This design comes from an exercise in tuning for small area on the open sky130 flow, not from production work. In this exercise RTL edits were held to simulation tests only and were not proved equivalent to the original. No driver is modelled on the clock port, so clock power and skew are understated where the tree is cut down; a real chip needs a root buffer or a tree. Power figures rest on the tool's default switching activity, not on a simulated workload.

Design bemicro_top, start of the top module:
module bemicro_top(
   input  wire CLK_FPGA_50M,
   input  wire RST_N,
   input  wire CPU_RST_N,
   input  wire PBSW_N,
   output wire F_LED0,
   output wire F_LED1,
   output wire F_LED2,
   output wire F_LED3,
   output wire F_LED4,
   output wire F_LED5,
   output wire F_LED6,
   output wire F_LED7
   );
clock: 5.0 ns
lec_check: 0
cap_margin: 20
core_margin: 2
core_utilization: 40
slew_margin: 20
standard.sh (not shown) runs the stock make flow with config.mk's settings and CLKGATE_MAP_FILE= SYNTH_SCRIPT=/design/flow/synth_recipe.tcl, a recipe that flattens the netlist after the stock synthesis.
==> flow/flow/run.sh <==
#!/bin/bash
# Standard ORFS layout with buf_1 port buffers and a clock tree without
# dummy loads, clustered into few large sinks groups.
set -e
export BUFFER_PORTS_ARGS="-buffer_cell sky130_fd_sc_hd__buf_1"
export CTS_ARGS="-sink_clustering_enable -repair_clock_nets -dont_use_dummy_load -buf_list sky130_fd_sc_hd__clkbuf_16 -sink_clustering_size 100 -sink_clustering_max_diameter 500"
bash standard.sh > standard.log 2>&1
==> next run, changes <==
==> flow/flow/run.sh (replaced) <==
#!/bin/bash
# Standard ORFS layout, with buf_1 cells as the port buffers.
set -e
export BUFFER_PORTS_ARGS="-buffer_cell sky130_fd_sc_hd__buf_1"
bash standard.sh > standard.log 2>&1
Result: The new run completed with no timing, DRC or antenna violations; setup slack gets worse by 0.015 ns; worst hold slack improved by 0.0056 ns; total power is lower by 2.5%; global-route usage climbs by 0.21 points; core utilization stays flat; final area is about the same; critical path depth is unchanged; sequential power stays flat; non-clock buffer count does not change.
==> next run, changes <==
==> flow/run.sh (new file) <==
#!/bin/bash
# synth_recipe.tcl (not shown) runs the flow's synth.tcl, then flattens the netlist and writes it again
# the make line also repeats each setting of config.mk as NAME=value (left out here)
make -C /OpenROAD-flow-scripts/flow DESIGN_CONFIG=/design/flow/config.mk WORK_HOME=/design/flow/orfs CLKGATE_MAP_FILE= SYNTH_SCRIPT=/design/flow/synth_recipe.tcl finish
--- a/flow/config.mk
+++ b/flow/config.mk
@@ -10,2 +10,5 @@
 export CORE_UTILIZATION = 40
+export CTS_BUF_LIST = sky130_fd_sc_hd__clkbuf_8
+export CTS_CLUSTER_DIAMETER = 200
+export CTS_CLUSTER_SIZE = 50
 export SLEW_MARGIN = 20
removed: flow/flow/run.sh
removed: flow/standard.sh
After rerunning:
- The new run passed the timing, design-rule and antenna checks
- non-clock buffer count climbs by 3
- maximum frequency decreases by a little under a tenth
- wire length decreases slightly
==> next run, changes <==
--- a/flow/config.mk
+++ b/flow/config.mk
@@ -10,5 +10,5 @@
 export CORE_UTILIZATION = 40
-export CTS_BUF_LIST = sky130_fd_sc_hd__clkbuf_8
-export CTS_CLUSTER_DIAMETER = 200
-export CTS_CLUSTER_SIZE = 50
+export CTS_BUF_LIST = sky130_fd_sc_hd__clkbuf_16
+export CTS_CLUSTER_DIAMETER = 500
+export CTS_CLUSTER_SIZE = 100
 export SLEW_MARGIN = 20
What happened: Critical path depth does not change. Design area rose slightly. Clock skew fell by 0.0067 ns. Synthesized area stays the same. Global-route usage rose by 0.37 points. Via count barely changes.


Setup of blue:
bemicro_top, a different RTL version from the one above (not shown whole).
Size in the first run: ~310 cells after synthesis, roughly 89 flip-flops, about 0.0033 mm² of cells after synthesis.
==> flow/config.mk <==
export PLATFORM = sky130hd
export DESIGN_NAME = bemicro_top
export DESIGN_NICKNAME = bemicro_top
export VERILOG_FILES = /design/flow/design.v
export SDC_FILE = /design/flow/constraint.sdc
export NUM_CORES = 4
export LEC_CHECK = 0
export CAP_MARGIN = 20
export CORE_MARGIN = 2
export CORE_UTILIZATION = 70
export GPL_TIMING_DRIVEN = 0
export SLEW_MARGIN = 20
==> flow/constraint.sdc <==
create_clock -name core_clock -period 5.0 [get_ports {CLK_FPGA_50M}]
set_input_delay 1.0000 -clock core_clock [delete_from_list [all_inputs] [get_ports {CLK_FPGA_50M}]]
set_output_delay 1.0000 -clock core_clock [all_outputs]
set_load 0.01 [all_outputs]
==> flow/flow/run.sh <==
#!/bin/bash
# Layout flow: the standard ORFS flow (standard.sh), with these changes:
#  - synthesis maps the logic with several area-oriented ABC scripts
#    (flow/abc/*.script) and keeps the smallest result (flow/synth_abc.tcl);
#    ORFS's separate half/full-adder mapping step is left out (ABC maps that
#    logic too); the rest of the synthesis, flip-flop mapping, flattening
#    and renaming are the standard flow's own (synth_recipe.tcl);
#  - the port buffers are sky130_fd_sc_hd__buf_1 cells;
set -euo pipefail
W=$PWD
export FLOW_ABC_DIR=$W/flow/abc
export FLOW_SYNTH_TCL=$W/synth_recipe.tcl
sed "s#SYNTH_SCRIPT=[^ ]*#SYNTH_SCRIPT=$W/flow/synth_abc.tcl ADDER_MAP_FILE=#" standard.sh > flow_make.sh
grep -q "SYNTH_SCRIPT=$W/flow/synth_abc.tcl ADDER_MAP_FILE=" flow_make.sh
export BUFFER_PORTS_ARGS="-buffer_cell sky130_fd_sc_hd__buf_1"
export CTS_ARGS="-sink_clustering_enable -repair_clock_nets -dont_use_dummy_load"
bash flow_make.sh cts > flow_to_cts.log 2>&1
RES=$W/orfs/results/$FLOW_PLATFORM/bemicro_top/base
PLATFORM_DIR=$FLOW_HOME/platforms/$FLOW_PLATFORM \
CK_MAX_SLEW=${CK_MAX_SLEW:-0.110} \
IN_DB=$RES/4_cts.odb IN_SDC=$RES/4_cts.sdc OUT_DB=$RES/4_cts.odb \
  openroad -no_init -exit flow/clock_tree.tcl > clock_tree.log 2>&1
bash flow_make.sh > flow_finish.log 2>&1
==> flow/flow/clock_tree.tcl <==
# Rebuild the clock network after CTS.  The clock port drives K buffers
# (K <= 4), each at the centre of its group of clock sinks (k-means on the
# sink locations); every K from 1 to 4 is tried, each buffer takes the
# smallest clkbuf size whose sinks' clock slew stays within CK_MAX_SLEW
# (ns, estimated from placement), and the smallest feasible network is
# kept.  The tree CTS built is removed.
set P $::env(PLATFORM_DIR)
set target $::env(CK_MAX_SLEW)
read_liberty $P/lib/sky130_fd_sc_hd__tt_025C_1v80.lib
read_db $::env(IN_DB)
read_sdc $::env(IN_SDC)
source $P/setRC.tcl
set_propagated_clock [all_clocks]
set db [ord::get_db]
set block [ord::get_db_block]
set pnet [$block findNet CLK_FPGA_50M]
set sizes {sky130_fd_sc_hd__clkbuf_2 sky130_fd_sc_hd__clkbuf_4 sky130_fd_sc_hd__clkbuf_8 sky130_fd_sc_hd__clkbuf_16}

# collect the sinks (flip-flop clock pins), through CTS's buffers
set sinks {}
set bufs {}
set todo [list $pnet]
while {[llength $todo]} {
  set net [lindex $todo 0]; set todo [lrange $todo 1 end]
  foreach it [$net getITerms] {
    if {[$it isOutputSignal]} continue
    set inst [$it getInst]
    set m [[$inst getMaster] getName]
    if {[string match sky130_fd_sc_hd__clkbuf_* $m]} {
      lappend bufs $inst
      lappend todo [[$inst findITerm X] getNet]
    } elseif {[string match sky130_fd_sc_hd__df* $m] || [string match sky130_fd_sc_hd__edf* $m]} {
      lappend sinks $it
    } else {
      error "unexpected clock load $m"
    }
  }
}
puts "sinks [llength $sinks], CTS buffers [llength $bufs]"
foreach it $sinks { $it disconnect }
foreach inst $bufs {
  set onet [[$inst findITerm X] getNet]
  odb::dbInst_destroy $inst
  odb::dbNet_destroy $onet
}
set n [llength $sinks]
set xs {}; set ys {}
foreach it $sinks {
  set b [[$it getInst] getBBox]
  lappend xs [expr {([$b xMin] + [$b xMax]) / 2.0}]
  lappend ys [expr {([$b yMin] + [$b yMax]) / 2.0}]
}
set dbox [$block getDieArea]

proc kmeans {K} {
  upvar n n xs xs ys ys dbox dbox
  for {set k 0} {$k < $K} {incr k} {
    set cx($k) [expr {[$dbox xMin] + [$dbox dx] * (2*$k+1) / (2.0*$K)}]
    set cy($k) [expr {[$dbox yMin] + [$dbox dy] / 2.0}]
  }
  for {set iter 0} {$iter < 100} {incr iter} {
    for {set k 0} {$k < $K} {incr k} { set sx($k) 0; set sy($k) 0; set cnt($k) 0 }
    set grp {}
    for {set i 0} {$i < $n} {incr i} {
      set best 0; set bd 1e30
      for {set k 0} {$k < $K} {incr k} {
        set d [expr {abs([lindex $xs $i]-$cx($k)) + abs([lindex $ys $i]-$cy($k))}]
        if {$d < $bd} { set bd $d; set best $k }
      }
      lappend grp $best
      set sx($best) [expr {$sx($best) + [lindex $xs $i]}]
      set sy($best) [expr {$sy($best) + [lindex $ys $i]}]
      incr cnt($best)
    }
    for {set k 0} {$k < $K} {incr k} {
      if {$cnt($k)} { set cx($k) [expr {$sx($k)/$cnt($k)}]; set cy($k) [expr {$sy($k)/$cnt($k)}] }
    }
  }
  set cents {}
  for {set k 0} {$k < $K} {incr k} { lappend cents [list [expr {int($cx($k))}] [expr {int($cy($k))}] $cnt($k)] }
  return [list $grp $cents]
}

set leaves {}
proc build {grp cents masters} {
  upvar db db block block pnet pnet sinks sinks leaves leaves
  foreach it $sinks { if {[$it getNet] ne "NULL"} { $it disconnect } }
  foreach inst $leaves {
    set onet [[$inst findITerm X] getNet]
    odb::dbInst_destroy $inst
    odb::dbNet_destroy $onet
  }
  set leaves {}
  set k 0
  foreach c $cents m $masters {
    set inst [odb::dbInst_create $block [$db findMaster $m] "clkbuf_leaf_$k"]
    set onet [odb::dbNet_create $block "clknet_leaf_$k"]
    $onet setSigType CLOCK
    [$inst findITerm A] connect $pnet
    [$inst findITerm X] connect $onet
    $inst setLocation [lindex $c 0] [lindex $c 1]
    $inst setPlacementStatus PLACED
    lappend leaves $inst
    incr k
  }
  set i 0
  foreach it $sinks {
    $it connect [[[lindex $leaves [lindex $grp $i]] findITerm X] getNet]
    incr i
  }
}
proc leaf_slews {} {
  upvar leaves leaves
  estimate_parasitics -placement
  set res {}
  foreach inst $leaves {
    set w 0
    foreach it [[[$inst findITerm X] getNet] getITerms] {
      if {[$it getInst] == $inst} continue
      set p [get_pins "[[$it getInst] getName]/[[$it getMTerm] getName]"]
      foreach rf {rise fall} { set v [get_property $p slew_max_$rf]; if {$v > $w} {set w $v} }
    }
    lappend res $w
  }
  return $res
}
proc masters_area {ms} {
  upvar db db
  set a 0
  foreach m $ms { set mm [$db findMaster $m]; set a [expr {$a + [$mm getWidth] * [$mm getHeight]}] }
  return $a
}

set best_area 1e30
set best {}
for {set K 1} {$K <= 4} {incr K} {
  lassign [kmeans $K] grp cents
  set ms {}
  foreach c $cents { lappend ms [lindex $sizes end] }
  build $grp $cents $ms
  set sl [leaf_slews]
  set ok 1
  foreach s $sl { if {$s > $target} { set ok 0 } }
  puts "K=$K all clkbuf_16: slews $sl"
  if {!$ok} continue
  # downsize each leaf to the smallest size that keeps its slew
  for {set k 0} {$k < $K} {incr k} {
    foreach m $sizes {
      lset ms $k $m
      [lindex $leaves $k] swapMaster [$db findMaster $m]
      set s [lindex [leaf_slews] $k]
      if {$s <= $target} break
    }
  }
  set sl [leaf_slews]
  set area [masters_area $ms]
  puts "K=$K masters $ms slews $sl area $area"
  set ok 1
  foreach s $sl { if {$s > $target} { set ok 0 } }
  if {$ok && $area < $best_area} { set best_area $area; set best [list $grp $cents $ms] }
}
if {$best eq ""} { error "no clock network meets the slew target" }
lassign $best grp cents ms
build $grp $cents $ms
puts "chosen: $ms"
detailed_placement
check_placement
estimate_parasitics -placement
puts "leaf slews: [leaf_slews]"
report_clock_skew
report_worst_slack -max
report_worst_slack -min
write_db $::env(OUT_DB)
Other scripts of this flow, unchanged in this note and not shown: flow/flow/abc/s10.script, flow/flow/abc/s11.script, flow/flow/abc/s12.script, flow/flow/abc/s13.script, flow/flow/abc/s14.script, flow/flow/abc/s2.script, flow/flow/abc/s5.script, flow/flow/abc/s6.script, flow/flow/abc/s8.script, flow/flow/abc/s9.script, flow/flow/synth_abc.tcl
The flow did not stop early for blue: all stages ran, and the layout cleared the timing, design-rule and antenna checks.
> inputs changed (blue -> orange)
diff --git a/flow/flow/clock_tree.tcl b/flow/flow/clock_tree.tcl
--- a/flow/flow/clock_tree.tcl
+++ b/flow/flow/clock_tree.tcl
@@ -2,4 +2,4 @@
 # (K <= 4), each at the centre of its group of clock sinks (k-means on the
-# sink locations); every K from 1 to 4 is tried, each buffer takes the
-# smallest clkbuf size whose sinks' clock slew stays within CK_MAX_SLEW
+# sink locations, groups free or of equal size); every K from 1 to 4 is tried, each buffer takes the
+# smallest buffer size whose sinks' clock slew stays within CK_MAX_SLEW
 # (ns, estimated from placement), and the smallest feasible network is
@@ -16,3 +16,4 @@
 set pnet [$block findNet CLK_FPGA_50M]
-set sizes {sky130_fd_sc_hd__clkbuf_2 sky130_fd_sc_hd__clkbuf_4 sky130_fd_sc_hd__clkbuf_8 sky130_fd_sc_hd__clkbuf_16}
+# buffer sizes, smallest first (the last one is used to test whether K works)
+set sizes {sky130_fd_sc_hd__clkbuf_2 sky130_fd_sc_hd__clkbuf_4 sky130_fd_sc_hd__buf_6 sky130_fd_sc_hd__clkbuf_8 sky130_fd_sc_hd__buf_8 sky130_fd_sc_hd__buf_12 sky130_fd_sc_hd__clkbuf_16}
 
@@ -54,4 +55,8 @@
 
-proc kmeans {K} {
+proc kmeans {K balanced} {
   upvar n n xs xs ys ys dbox dbox
+  # k-means, optionally with a cap on the group size (balanced groups):
+  # sinks are assigned in order of their distance to the nearest centre,
+  # each to the nearest centre whose group is not yet full
+  set cap [expr {$balanced ? int(ceil(double($n) / $K)) : $n}]
   for {set k 0} {$k < $K} {incr k} {
@@ -61,14 +66,23 @@
   for {set iter 0} {$iter < 100} {incr iter} {
+    set order {}
+    for {set i 0} {$i < $n} {incr i} {
+      set ds {}
+      for {set k 0} {$k < $K} {incr k} {
+        lappend ds [list $k [expr {abs([lindex $xs $i]-$cx($k)) + abs([lindex $ys $i]-$cy($k))}]]
+      }
+      set ds [lsort -real -index 1 $ds]
+      lappend order [list $i [lindex $ds 0 1] $ds]
+    }
+    set order [lsort -real -decreasing -index 1 $order]
     for {set k 0} {$k < $K} {incr k} { set sx($k) 0; set sy($k) 0; set cnt($k) 0 }
-    set grp {}
-    for {set i 0} {$i < $n} {incr i} {
-      set best 0; set bd 1e30
-      for {set k 0} {$k < $K} {incr k} {
-        set d [expr {abs([lindex $xs $i]-$cx($k)) + abs([lindex $ys $i]-$cy($k))}]
-        if {$d < $bd} { set bd $d; set best $k }
+    foreach o $order {
+      lassign $o i d0 ds
+      foreach kd $ds {
+        set k [lindex $kd 0]
+        if {$cnt($k) < $cap} break
       }
-      lappend grp $best
-      set sx($best) [expr {$sx($best) + [lindex $xs $i]}]
-      set sy($best) [expr {$sy($best) + [lindex $ys $i]}]
-      incr cnt($best)
+      set g($i) $k
+      set sx($k) [expr {$sx($k) + [lindex $xs $i]}]
+      set sy($k) [expr {$sy($k) + [lindex $ys $i]}]
+      incr cnt($k)
     }
@@ -78,2 +92,4 @@
   }
+  set grp {}
+  for {set i 0} {$i < $n} {incr i} { lappend grp $g($i) }
   set cents {}
@@ -135,4 +151,4 @@
 set best {}
-for {set K 1} {$K <= 4} {incr K} {
-  lassign [kmeans $K] grp cents
+foreach {K balanced} {1 0 2 0 2 1 3 0 3 1 4 0 4 1} {
+  lassign [kmeans $K $balanced] grp cents
   set ms {}
@@ -143,3 +159,3 @@
   foreach s $sl { if {$s > $target} { set ok 0 } }
-  puts "K=$K all clkbuf_16: slews $sl"
+  puts "K=$K balanced=$balanced all clkbuf_16: slews $sl"
   if {!$ok} continue
@@ -156,3 +172,3 @@
   set area [masters_area $ms]
-  puts "K=$K masters $ms slews $sl area $area"
+  puts "K=$K balanced=$balanced masters $ms slews $sl area $area"
   set ok 1
diff --git a/flow/config.mk b/flow/config.mk
--- a/flow/config.mk
+++ b/flow/config.mk
@@ -9,3 +9,3 @@
 export CORE_MARGIN = 2
-export CORE_UTILIZATION = 70
+export CORE_UTILIZATION = 80
 export GPL_TIMING_DRIVEN = 0
--- outcome ---
orange finished every step from synthesis to the final layout, and the layout passed the timing, design-rule and antenna checks. Where clock-net power is concerned, blue is outperformed by orange. Die boundary width went down by a few percent going from blue to orange. Per the comparison of orange with blue, relative contribution of combinational cells to total power +1.0 points, final antenna diode count ~0 delta, worst path setup slack after routing -0.33 ns. Summary of orange over blue: sequential share of layout area saw an increase; minimum clock period after layout now larger.
In every run of this note, the design's own scripts or RTL, not TritonCTS, make the clock network.

re-timing with driven ports:
In the flow no input, the clock included, has a driving cell. The finished layouts below were timed again as built, in two steps.
Step 1 (the two cells are an assumption about what drives the block):
set clk [get_ports {CLK_FPGA_50M}]
set_driving_cell -lib_cell sky130_fd_sc_hd__clkbuf_16 $clk
set_driving_cell -lib_cell sky130_fd_sc_hd__buf_2 [delete_from_list [all_inputs] $clk]
Step 2 adds t to the input delays and takes it off the output delays; t is the mean of the earliest and latest rising clock arrival at the registers after step 1. Input paths then give back, and output paths get back, about the clock's delay inside the block.
Three values: ideal, step 1, step 2; two values: the first two.
| run | t, ns | setup WS [ns] | hold WS [ns] |
|---|---|---|---|
| the first run of note 1 | 0.360 | 1.597 / 1.561 / 1.916 | 0.327 / 0.327 / 0.327 |
| the second run of note 1 | 0.386 | 1.582 / 1.552 / 1.938 | 0.333 / 0.333 / 0.333 |
| the third run of note 1 | 0.378 | 1.263 / 1.232 / 1.609 | 0.332 / 0.332 / 0.332 |
| the fourth run of note 1 | 0.369 | 1.297 / 1.262 / 1.631 | 0.327 / 0.327 / 0.327 |
| blue | 0.222 | 1.632 / 1.632 / 1.632 | 0.331 / 0.331 / 0.331 |
| orange | 0.214 | 1.300 / 1.301 / 1.301 | 0.337 / 0.337 / 0.337 |
After both steps setup and hold are still met in every run listed.
